Source: an optimization exercise on an open RTL-to-GDS flow (aim: small area). Production flows keep margins and buffers that such runs may drop. RTL that was checked went through simulation tests only; none was proved equivalent to the original. Power figures rest on the tool's default switching activity, not on a simulated workload.

// TLP_Completer
module TLP_Completer (
	clk,
	reset,
	in_data,
	in_ready,
	buffer_ready0,
	buffer_ready1,
	buffer_ready2,
	buffer_ready3,
	out_data0,
	out_data1,
	out_data2,
	out_data3
);
==> flow/config.mk <==
export PLATFORM = sky130hd
export DESIGN_NAME = TLP_Completer
export DESIGN_NICKNAME = TLP_Completer
export VERILOG_FILES = /design/flow/design.v
export SDC_FILE = /design/flow/constraint.sdc
export NUM_CORES = 8
export LEC_CHECK = 0
export ABC_AREA = 1
export ABC_CLOCK_PERIOD_IN_PS = 10000
export CAP_MARGIN = 20
export CORE_MARGIN = 2
export CORE_UTILIZATION = 40
export SLEW_MARGIN = 20
==> flow/constraint.sdc <==
create_clock -name core_clock -period 10.0 [get_ports {clk}]
set_input_delay 2.0000 -clock core_clock [delete_from_list [all_inputs] [get_ports {clk}]]
set_output_delay 2.0000 -clock core_clock [all_outputs]
set_load 0.01 [all_outputs]
standard.sh (not shown) runs the stock make flow with config.mk's settings and CLKGATE_MAP_FILE= SYNTH_SCRIPT=/design/flow/synth_recipe.tcl, a recipe that flattens the netlist after the stock synthesis.
==> flow/flow/run.sh <==
#!/bin/bash
# The standard layout, with single-strength port buffers and a clock tree
# without dummy loads. Each tool's output goes to standard.log.
set -euo pipefail
export BUFFER_PORTS_ARGS="-buffer_cell sky130_fd_sc_hd__buf_1"
export CTS_ARGS="-sink_clustering_enable -repair_clock_nets -dont_use_dummy_load -buf_list sky130_fd_sc_hd__clkbuf_8 -sink_clustering_size 14 -sink_clustering_max_diameter 80"
bash standard.sh finish > standard.log 2>&1
The starting point finished clean.
==> next run, changes <==
==> flow/run.sh (new file) <==
#!/bin/bash
# synth_recipe.tcl (not shown) runs the flow's synth.tcl, then flattens the netlist and writes it again
# the make line also repeats each setting of config.mk as NAME=value (left out here)
make -C /OpenROAD-flow-scripts/flow DESIGN_CONFIG=/design/flow/config.mk WORK_HOME=/design/flow/orfs CLKGATE_MAP_FILE= SYNTH_SCRIPT=/design/flow/synth_recipe.tcl finish
- ABC_CLOCK_PERIOD_IN_PS: 10000 -> not set
- CTS_BUF_LIST: not set -> sky130_fd_sc_hd__clkbuf_8
- CTS_CLUSTER_DIAMETER: not set -> 80
- CTS_CLUSTER_SIZE: not set -> 14
removed: flow/flow/run.sh
removed: flow/standard.sh
Effect: Clock-buffer cell count stays the same; first-iteration DRC count went up by about a fifth; cell count rose slightly; non-clock buffer count went up by 1; setup slack is worse by 180 ps; clock power rises by a little under a tenth; wire length goes up slightly; worst hold slack improves by 5.1 ps; power goes up by a few percent.
==> next run, changes <==
==> flow/flow/run.sh (new file) <==
#!/bin/bash
# The standard layout, with single-strength port buffers and a clock tree
# without dummy loads. Each tool's output goes to standard.log.
set -euo pipefail
export BUFFER_PORTS_ARGS="-buffer_cell sky130_fd_sc_hd__buf_1"
export CTS_ARGS="-sink_clustering_enable -repair_clock_nets -dont_use_dummy_load -buf_list sky130_fd_sc_hd__clkbuf_8 -sink_clustering_size 14 -sink_clustering_max_diameter 80"
bash standard.sh finish > standard.log 2>&1
==> flow/standard.sh (new file) <==
#!/bin/bash
# synth_recipe.tcl (not shown) runs the flow's synth.tcl, then flattens the netlist and writes it again
# the make line also repeats each setting of config.mk as NAME=value (left out here)
make -C /OpenROAD-flow-scripts/flow DESIGN_CONFIG=/design/flow/config.mk WORK_HOME=/design/flow/orfs CLKGATE_MAP_FILE= SYNTH_SCRIPT=/design/flow/synth_recipe.tcl "${@:-finish}"
- ABC_AREA: 1 -> 0
- ABC_CLOCK_PERIOD_IN_PS: not set -> 10000
- CTS_BUF_LIST: sky130_fd_sc_hd__clkbuf_8 -> not set
- CTS_CLUSTER_DIAMETER: 80 -> not set
- CTS_CLUSTER_SIZE: 14 -> not set
removed: flow/run.sh
Outcome:
- The new run passed the timing, DRC and antenna checks
- via count went up by 1.3%
- power went up by 3.4%
- area after synthesis went up by about 2.4%
- cell area went down by about 1.6%
- hold slack gets better by 3.2 ps
- worst setup slack gets worse by 1700 ps
- die area went up by about 2.4%
- final cell count went down by about 5%
- flip-flop and latch count does not change
- fmax went down by about 23%
- clock-buffer cell count went up by 1
==> next run, changes <==
- ABC_AREA: 0 -> 1
- ABC_CLOCK_PERIOD_IN_PS: 10000 -> not set
What happened: Utilization fell by 0.32 points; clock power is about the same; non-clock buffer count fell by 23; clock skew rose by 17 ps; design area fell by 2.9%; wire length fell by 9.0%.

========
TLP_Completer, a different RTL version from the one above (not shown whole).
Size in the first run: about 1600 cells after synthesis, roughly 180 I/O pins.
export LEC_CHECK = 0
export ABC_AREA = 1
export CAP_MARGIN = 20
export CORE_MARGIN = 2
export CORE_UTILIZATION = 70
export SLEW_MARGIN = 20
create_clock -name core_clock -period 10.0 [get_ports {clk}]
==> flow/flow/run.sh <==
#!/bin/bash
# The standard layout with three changes. After the standard synthesis, its
# combinational logic is re-mapped for area by Yosys and ABC (the registers
# keep their names and cells); the port buffers are single strength; and the
# clock tree has no dummy loads. Each tool writes its output to a log here.
set -euo pipefail
export BUFFER_PORTS_ARGS="-buffer_cell sky130_fd_sc_hd__buf_1"
export CTS_ARGS="-sink_clustering_enable -repair_clock_nets -dont_use_dummy_load -buf_list sky130_fd_sc_hd__clkbuf_4 -sink_clustering_size 9 -sink_clustering_max_diameter 60"
bash standard.sh synth > standard_synth.log 2>&1
RES=$PWD/orfs/results/sky130hd/TLP_Completer/base
mkdir -p resyn
python3 flow/filter_lib.py "$FLOW_HOME/platforms/sky130hd/config.mk" \
	"$FLOW_HOME/platforms/sky130hd/lib/sky130_fd_sc_hd__tt_025C_1v80.lib" resyn/cells.lib > filter_lib.log 2>&1
python3 flow/split_lib.py resyn/cells.lib resyn/comb.lib resyn/seq.lib > split_lib.log 2>&1
# the cells ABC maps to: o22ai is left out, as ABC then maps the lane registers'
# hold logic to a22o instead of o22ai with an inverter on the register output
python3 flow/mklib.py resyn/comb.lib resyn/map.lib 'sky130_fd_sc_hd__o22ai_' > mklib.log 2>&1
cp "$RES/1_2_yosys.v" resyn/standard.v
sed "s/@T@/${RESYN_SECONDS:-60}/" flow/abc.script > resyn/abc.script
sed -e "s|@SEQLIB@|resyn/seq.lib|g" -e "s|@COMBLIB@|resyn/comb.lib|g" -e "s|@MAPLIB@|resyn/map.lib|g" -e "s|@IN@|resyn/standard.v|" \
	-e "s|@OUT@|resyn/remapped.v|" -e "s|@STAT0@|resyn/stat0.txt|" -e "s|@SCRIPT@|resyn/abc.script|" \
	flow/resyn.ys.in > resyn/resyn.ys
YOSYS=$(command -v yosys || echo "$FLOW_HOME/../tools/install/yosys/bin/yosys")
"$YOSYS" -l resyn.log -s resyn/resyn.ys > /dev/null 2>&1
cp resyn/remapped.v "$RES/1_2_yosys.v"
rm -f resyn/cells.lib resyn/comb.lib resyn/seq.lib resyn/map.lib
bash standard.sh finish > standard_finish.log 2>&1
Other scripts of this flow, unchanged in this note and not shown: flow/flow/abc.script, flow/flow/filter_lib.py, flow/flow/mklib.py, flow/flow/resyn.ys.in, flow/flow/split_lib.py
Then changed:
--- a/flow/flow/run.sh
+++ b/flow/flow/run.sh
@@ -6,5 +6,5 @@
 set -euo pipefail
 export BUFFER_PORTS_ARGS="-buffer_cell sky130_fd_sc_hd__buf_1"
-export CTS_ARGS="-sink_clustering_enable -repair_clock_nets -dont_use_dummy_load -buf_list sky130_fd_sc_hd__clkbuf_4 -sink_clustering_size 9 -sink_clustering_max_diameter 60"
+export CTS_ARGS="-sink_clustering_enable -repair_clock_nets -dont_use_dummy_load -buf_list sky130_fd_sc_hd__clkbuf_4 -sink_clustering_size 8 -sink_clustering_max_diameter 50"
 bash standard.sh synth > standard_synth.log 2>&1
 RES=$PWD/orfs/results/sky130hd/TLP_Completer/base
- CORE_UTILIZATION: 70 -> 60
The changed run finished with timing, DRC and antenna clean.
Flip-flop and latch count does not change.
First-iteration DRC count goes down by 35%.
Final area goes up by 0.78%.
Non-clock buffer count goes up by 3.
Sequential share of layout area goes down by 0.48 points.
Critical path depth goes up by 3.
Via count goes down by 2.9%.
Total power goes up by 1.7%.
Worst setup slack gains 49 ps.
Then changed:
- CORE_UTILIZATION: 60 -> 70
Clock power is about the same. Cell count went down by 2.9%. Critical path depth went down by 3. Sequential share of layout area went up by 0.31 points. Via count went up by 3.3%.

========
TLP_Completer, a different RTL version from the one above (not shown whole).
Size: roughly 600 flip-flops, about 180 I/O pins.
clock: 10.0 ns
lec_check: 0
abc_area: 1
cap_margin: 20
core_margin: 2
core_utilization: 40
cts_buf_list: sky130_fd_sc_hd__clkbuf_16
cts_cluster_diameter: 60
cts_cluster_size: 30
slew_margin: 20
run.sh (not shown) runs the stock make flow with config.mk's settings and CLKGATE_MAP_FILE= SYNTH_SCRIPT=/design/flow/synth_recipe.tcl, a recipe that flattens the netlist after the stock synthesis.
Stock flow here: none of the scripts above is used.
Rerun with:
==> flow/flow/run.sh (new file) <==
#!/bin/bash
# The standard layout, with single-strength port buffers and a clock tree
# without dummy loads. Each tool's output goes to standard.log.
set -euo pipefail
export BUFFER_PORTS_ARGS="-buffer_cell sky130_fd_sc_hd__buf_1"
export CTS_ARGS="-sink_clustering_enable -repair_clock_nets -dont_use_dummy_load -buf_list sky130_fd_sc_hd__clkbuf_16 -sink_clustering_size 30 -sink_clustering_max_diameter 100"
bash standard.sh finish > standard.log 2>&1
==> flow/standard.sh (new file) <==
#!/bin/bash
# synth_recipe.tcl (not shown) runs the flow's synth.tcl, then flattens the netlist and writes it again
# the make line also repeats each setting of config.mk as NAME=value (left out here)
make -C /OpenROAD-flow-scripts/flow DESIGN_CONFIG=/design/flow/config.mk WORK_HOME=/design/flow/orfs CLKGATE_MAP_FILE= SYNTH_SCRIPT=/design/flow/synth_recipe.tcl "${@:-finish}"
Settings changed: CTS_BUF_LIST sky130_fd_sc_hd__clkbuf_16 to unset, CTS_CLUSTER_DIAMETER 60 to unset, CTS_CLUSTER_SIZE 30 to unset.
removed: flow/run.sh
Sequential cell count is unchanged.
Critical path depth is unchanged.
Wire length shrinks by about 1.7%.
Synthesized area stays the same.
Sequential share of layout area grows by 3.9 points.
Total power shrinks by about 16%.
Cell area shrinks by about 7%.
Global-route usage shrinks by 0.42 points.
Die area is unchanged.
Rerun with:
==> flow/run.sh (new file) <==
#!/bin/bash
# synth_recipe.tcl (not shown) runs the flow's synth.tcl, then flattens the netlist and writes it again
# the make line also repeats each setting of config.mk as NAME=value (left out here)
make -C /OpenROAD-flow-scripts/flow DESIGN_CONFIG=/design/flow/config.mk WORK_HOME=/design/flow/orfs CLKGATE_MAP_FILE= SYNTH_SCRIPT=/design/flow/synth_recipe.tcl finish
Settings changed: ABC_AREA 1 to unset.
removed: flow/flow/run.sh
removed: flow/standard.sh
Effect: Fmax falls by roughly a tenth; wire length rises by a few percent; power rises by well over a third.
Rerun with:
Settings changed: ABC_AREA set to 1, CTS_BUF_LIST set to sky130_fd_sc_hd__clkbuf_8, CTS_CLUSTER_DIAMETER set to 50, CTS_CLUSTER_SIZE set to 18.
Area after synthesis decreases by about 1%.
Setup slack is better by 340 ps.
Combinational power decreases by about 20%.
Global-route usage decreases by 0.43 points.
Via count increases by 2.2%.
Design area decreases by about 4%.
Synthesized cell count increases by 11%.
Rerun with:
Settings changed: CTS_BUF_LIST sky130_fd_sc_hd__clkbuf_8 to sky130_fd_sc_hd__clkbuf_4, CTS_CLUSTER_DIAMETER 50 to unset, CTS_CLUSTER_SIZE 18 to unset.
=> Hold slack loses 35 ps; core utilization is higher by 1.2 points; first-iteration DRC count is lower by about 12%; clock power is higher by 28%.

========
Another version of the RTL of TLP_Completer (not shown whole).
Size: ~560 flip-flops, ~180 I/O pins.
==> flow/config.mk <==
export PLATFORM = sky130hd
export DESIGN_NAME = TLP_Completer
export DESIGN_NICKNAME = TLP_Completer
export VERILOG_FILES = /design/flow/design.v
export SDC_FILE = /design/flow/constraint.sdc
export NUM_CORES = 8
export LEC_CHECK = 0
export ABC_AREA = 1
export CAP_MARGIN = 0
export CORE_MARGIN = 2
export CORE_UTILIZATION = 40
export SLEW_MARGIN = 0
==> flow/constraint.sdc <==
create_clock -name core_clock -period 10.0 [get_ports {clk}]
set_input_delay 2.0000 -clock core_clock [delete_from_list [all_inputs] [get_ports {clk}]]
set_output_delay 2.0000 -clock core_clock [all_outputs]
set_load 0.01 [all_outputs]
standard.sh (not shown) runs the stock make flow with config.mk's settings and CLKGATE_MAP_FILE= SYNTH_SCRIPT=/design/flow/synth_recipe.tcl, a recipe that flattens the netlist after the stock synthesis.
==> flow/flow/run.sh <==
#!/bin/bash
# The standard layout with three changes: the combinational logic is re-mapped
# for area after the floorplan, the port buffers are single strength, and the
# clock tree has no dummy loads. Each tool writes its output to a log here.
set -euo pipefail
export BUFFER_PORTS_ARGS="-buffer_cell sky130_fd_sc_hd__buf_1"
export CTS_ARGS="-sink_clustering_enable -repair_clock_nets -dont_use_dummy_load -buf_list sky130_fd_sc_hd__clkbuf_8 -sink_clustering_size 14 -sink_clustering_max_diameter 80"
bash standard.sh floorplan > standard_floorplan.log 2>&1
export RES_DIR=$PWD/orfs/results/sky130hd/TLP_Completer/base
export RMP_DIR=$PWD/rmp
export RMP_LIB=$PWD/rmp/cells.lib
mkdir -p rmp
python3 flow/filter_lib.py "$FLOW_HOME/platforms/sky130hd/config.mk" \
	"$FLOW_HOME/platforms/sky130hd/lib/sky130_fd_sc_hd__tt_025C_1v80.lib" "$RMP_LIB" > filter_lib.log 2>&1
openroad -no_init -exit flow/restructure.tcl > restructure.log 2>&1
rm -f "$RMP_LIB"
bash standard.sh finish > standard_finish.log 2>&1
==> flow/flow/filter_lib.py <==
#!/usr/bin/env python3
"""Copy a liberty file without the cells the platform marks don't-use.

usage: filter_lib.py platform_config.mk in.lib out.lib
"""
import re
import sys

cfg, src, dst = sys.argv[1:4]
text = open(cfg).read()
m = re.search(r"DONT_USE_CELLS\s*\+?=((?:[^\n]*\\\n)*[^\n]*)", text)
dont = set(m.group(1).replace("\\", " ").split())
lines = open(src).read().split("\n")
out = []
skip = 0
depth = 0
for line in lines:
    if skip:
        depth += line.count("{") - line.count("}")
        if depth <= 0:
            skip = 0
        continue
    c = re.match(r'\s*cell\s*\(\s*"?([\w]+)"?\s*\)', line)
    if c and (c.group(1) in dont or "lpflow" in c.group(1) or "probe" in c.group(1)):
        depth = line.count("{") - line.count("}")
        skip = 1
        continue
    out.append(line)
open(dst, "w").write("\n".join(out))
==> flow/flow/restructure.tcl <==
# Re-map the combinational logic of the floorplanned design for area.
# Registers, ports, tap cells and the power grid are left as they are.
set res $::env(RES_DIR)
read_db $res/2_floorplan.odb
read_liberty $::env(FLOW_HOME)/platforms/sky130hd/lib/sky130_fd_sc_hd__tt_025C_1v80.lib
read_sdc $res/2_floorplan.sdc
report_design_area
restructure -target area -liberty_file $::env(RMP_LIB) \
	-tielo_port sky130_fd_sc_hd__conb_1/LO -tiehi_port sky130_fd_sc_hd__conb_1/HI \
	-work_dir $::env(RMP_DIR) -abc_logfile $::env(RMP_DIR)/abc.log
report_design_area
write_db $res/2_floorplan.odb
Next try:
CAP_MARGIN = 20   (was 0)
SLEW_MARGIN = 20   (was 0)
- total power does not change
- non-clock buffer count stays the same
- wire length does not change
- critical path depth is unchanged
- final area is unchanged
- sequential cell count is unchanged
- global-route usage is unchanged
No functional check of the RTL was part of any run of this note.

========
Another version of the RTL of TLP_Completer (not shown whole).
Size in the first run: ~1600 cells after synthesis, about 19000 um2 of cells after synthesis.
==> flow/config.mk <==
export PLATFORM = sky130hd
export DESIGN_NAME = TLP_Completer
export DESIGN_NICKNAME = TLP_Completer
export VERILOG_FILES = /design/flow/design.v
export SDC_FILE = /design/flow/constraint.sdc
export NUM_CORES = 8
export LEC_CHECK = 0
export ABC_AREA = 1
export CAP_MARGIN = 20
export CORE_MARGIN = 2
export CORE_UTILIZATION = 70
export GPL_ROUTABILITY_DRIVEN = 0
export SLEW_MARGIN = 20
==> flow/constraint.sdc <==
create_clock -name core_clock -period 10.0 [get_ports {clk}]
set_input_delay 2.0000 -clock core_clock [delete_from_list [all_inputs] [get_ports {clk}]]
set_output_delay 2.0000 -clock core_clock [all_outputs]
set_load 0.01 [all_outputs]
==> flow/flow/run.sh <==
#!/bin/bash
# The standard layout with three changes. After the standard synthesis, its
# combinational logic is re-mapped for area by Yosys and ABC (the registers
# keep their names and cells); the port buffers are single strength; and the
# clock tree has no dummy loads. Each tool writes its output to a log here.
set -euo pipefail
export BUFFER_PORTS_ARGS="-buffer_cell sky130_fd_sc_hd__buf_1"
export CTS_ARGS="-sink_clustering_enable -repair_clock_nets -dont_use_dummy_load -buf_list sky130_fd_sc_hd__clkbuf_4 -sink_clustering_size 8 -sink_clustering_max_diameter 50"
bash standard.sh synth > standard_synth.log 2>&1
RES=$PWD/orfs/results/sky130hd/TLP_Completer/base
mkdir -p resyn
python3 flow/filter_lib.py "$FLOW_HOME/platforms/sky130hd/config.mk" \
	"$FLOW_HOME/platforms/sky130hd/lib/sky130_fd_sc_hd__tt_025C_1v80.lib" resyn/cells.lib > filter_lib.log 2>&1
python3 flow/split_lib.py resyn/cells.lib resyn/comb.lib resyn/seq.lib > split_lib.log 2>&1
# the cells ABC maps to: o22ai is left out, as ABC then maps the lane registers'
# hold logic to a22o instead of o22ai with an inverter on the register output
python3 flow/mklib.py resyn/comb.lib resyn/map.lib 'sky130_fd_sc_hd__o22ai_' > mklib.log 2>&1
cp "$RES/1_2_yosys.v" resyn/standard.v
sed "s/@T@/${RESYN_SECONDS:-60}/" flow/abc.script > resyn/abc.script
sed -e "s|@SEQLIB@|resyn/seq.lib|g" -e "s|@COMBLIB@|resyn/comb.lib|g" -e "s|@MAPLIB@|resyn/map.lib|g" -e "s|@IN@|resyn/standard.v|" \
	-e "s|@OUT@|resyn/remapped.v|" -e "s|@STAT0@|resyn/stat0.txt|" -e "s|@SCRIPT@|resyn/abc.script|" \
	flow/resyn.ys.in > resyn/resyn.ys
YOSYS=$(command -v yosys || echo "$FLOW_HOME/../tools/install/yosys/bin/yosys")
"$YOSYS" -l resyn.log -s resyn/resyn.ys > /dev/null 2>&1
cp resyn/remapped.v "$RES/1_2_yosys.v"
rm -f resyn/cells.lib resyn/comb.lib resyn/seq.lib resyn/map.lib
bash standard.sh finish > standard_finish.log 2>&1
Scripts as last shown in full above: flow/flow/filter_lib.py
Other scripts of this flow, unchanged in this note and not shown: flow/flow/abc.script, flow/flow/mklib.py, flow/flow/resyn.ys.in, flow/flow/split_lib.py
Change:
GPL_ROUTABILITY_DRIVEN = default   (was 0)
Effect:
- The changed run passed the timing, DRC and antenna checks
- power hardly moves
- die area does not change
- via count drops slightly
- sequential cell count stays the same
Change:
--- a/flow/flow/run.sh
+++ b/flow/flow/run.sh
@@ -6,5 +6,5 @@
 set -euo pipefail
 export BUFFER_PORTS_ARGS="-buffer_cell sky130_fd_sc_hd__buf_1"
-export CTS_ARGS="-sink_clustering_enable -repair_clock_nets -dont_use_dummy_load -buf_list sky130_fd_sc_hd__clkbuf_4 -sink_clustering_size 8 -sink_clustering_max_diameter 50"
+export CTS_ARGS="-sink_clustering_enable -repair_clock_nets -dont_use_dummy_load -buf_list sky130_fd_sc_hd__clkbuf_4 -sink_clustering_size 9 -sink_clustering_max_diameter 60"
 bash standard.sh synth > standard_synth.log 2>&1
 RES=$PWD/orfs/results/sky130hd/TLP_Completer/base
=> The changed run completed with no timing, DRC or antenna violations; setup slack stays flat; clock power drops by 4.2%; maximum frequency stays flat; power is lower by 1.1%; first-iteration DRC count rose by 12%; count of clock-buffer cells in the layout goes down by 7.

## what the ideal ports hide
How much do the figures lean on ideal ports? The routed layouts below were timed once more, with nothing changed but the port constraints. Step 1, drivers: a clkbuf_16 drives clk and a buf_2 each remaining input, both assumed. Step 2 also shifts input and output timing later by t, the mid clock arrival at the registers, as if the neighbouring blocks saw the same clock. Slacks: no drivers / after step 1 / after step 2; pairs: no drivers / after step 1.
run	t, ns	setup slack, ns	worst setup path after step 2	latest minus earliest clock arrival (ns)
the first run of note 1	0.680	4.609 / 4.609 / 4.150	input to register	0.076 / 0.076
the second run of note 1	0.709	4.428 / 4.462 / 3.753	input to register	0.028 / 0.028
the third run of note 1	0.695	2.762 / 2.801 / 2.106	input to register	0.059 / 0.058
the fourth run of note 1	0.680	4.609 / 4.609 / 4.150	input to register	0.076 / 0.076
the first run of note 2	0.738	2.688 / 2.713 / 1.976	input to register	0.075 / 0.075
the second run of note 2	0.723	2.737 / 2.759 / 2.036	input to register	0.111 / 0.112
the third run of note 2	0.731	2.619 / 2.645 / 1.915	input to register	0.109 / 0.109
the first run of note 3	0.656	4.435 / 4.472 / 3.816	input to register	0.032 / 0.032
the second run of note 3	0.636	4.894 / 4.929 / 4.293	input to register	0.052 / 0.052
the third run of note 3	0.652	4.181 / 4.217 / 3.565	input to register	0.022 / 0.022
the fourth run of note 3	0.750	4.522 / 4.554 / 3.805	input to register	0.045 / 0.045
the fifth run of note 3	1.034	4.803 / 4.838 / 3.804	input to register	0.060 / 0.061
the first run of note 4	0.686	1.247 / 1.278 / 0.592	input to register	0.054 / 0.053
the second run of note 4	0.686	1.247 / 1.278 / 0.592	input to register	0.054 / 0.053
the first run of note 5	0.731	2.824 / 2.835 / 2.104	input to register	0.105 / 0.104
the second run of note 5	0.736	2.822 / 2.842 / 2.106	input to register	0.089 / 0.089
the third run of note 5	0.715	2.822 / 2.843 / 2.129	input to register	0.077 / 0.077
After both steps setup and hold are still met in every run listed. For the fifth run of note 3, which loses most, drivers alone change the setup slack by +0.035 ns; drivers and shift together by -0.999 ns.
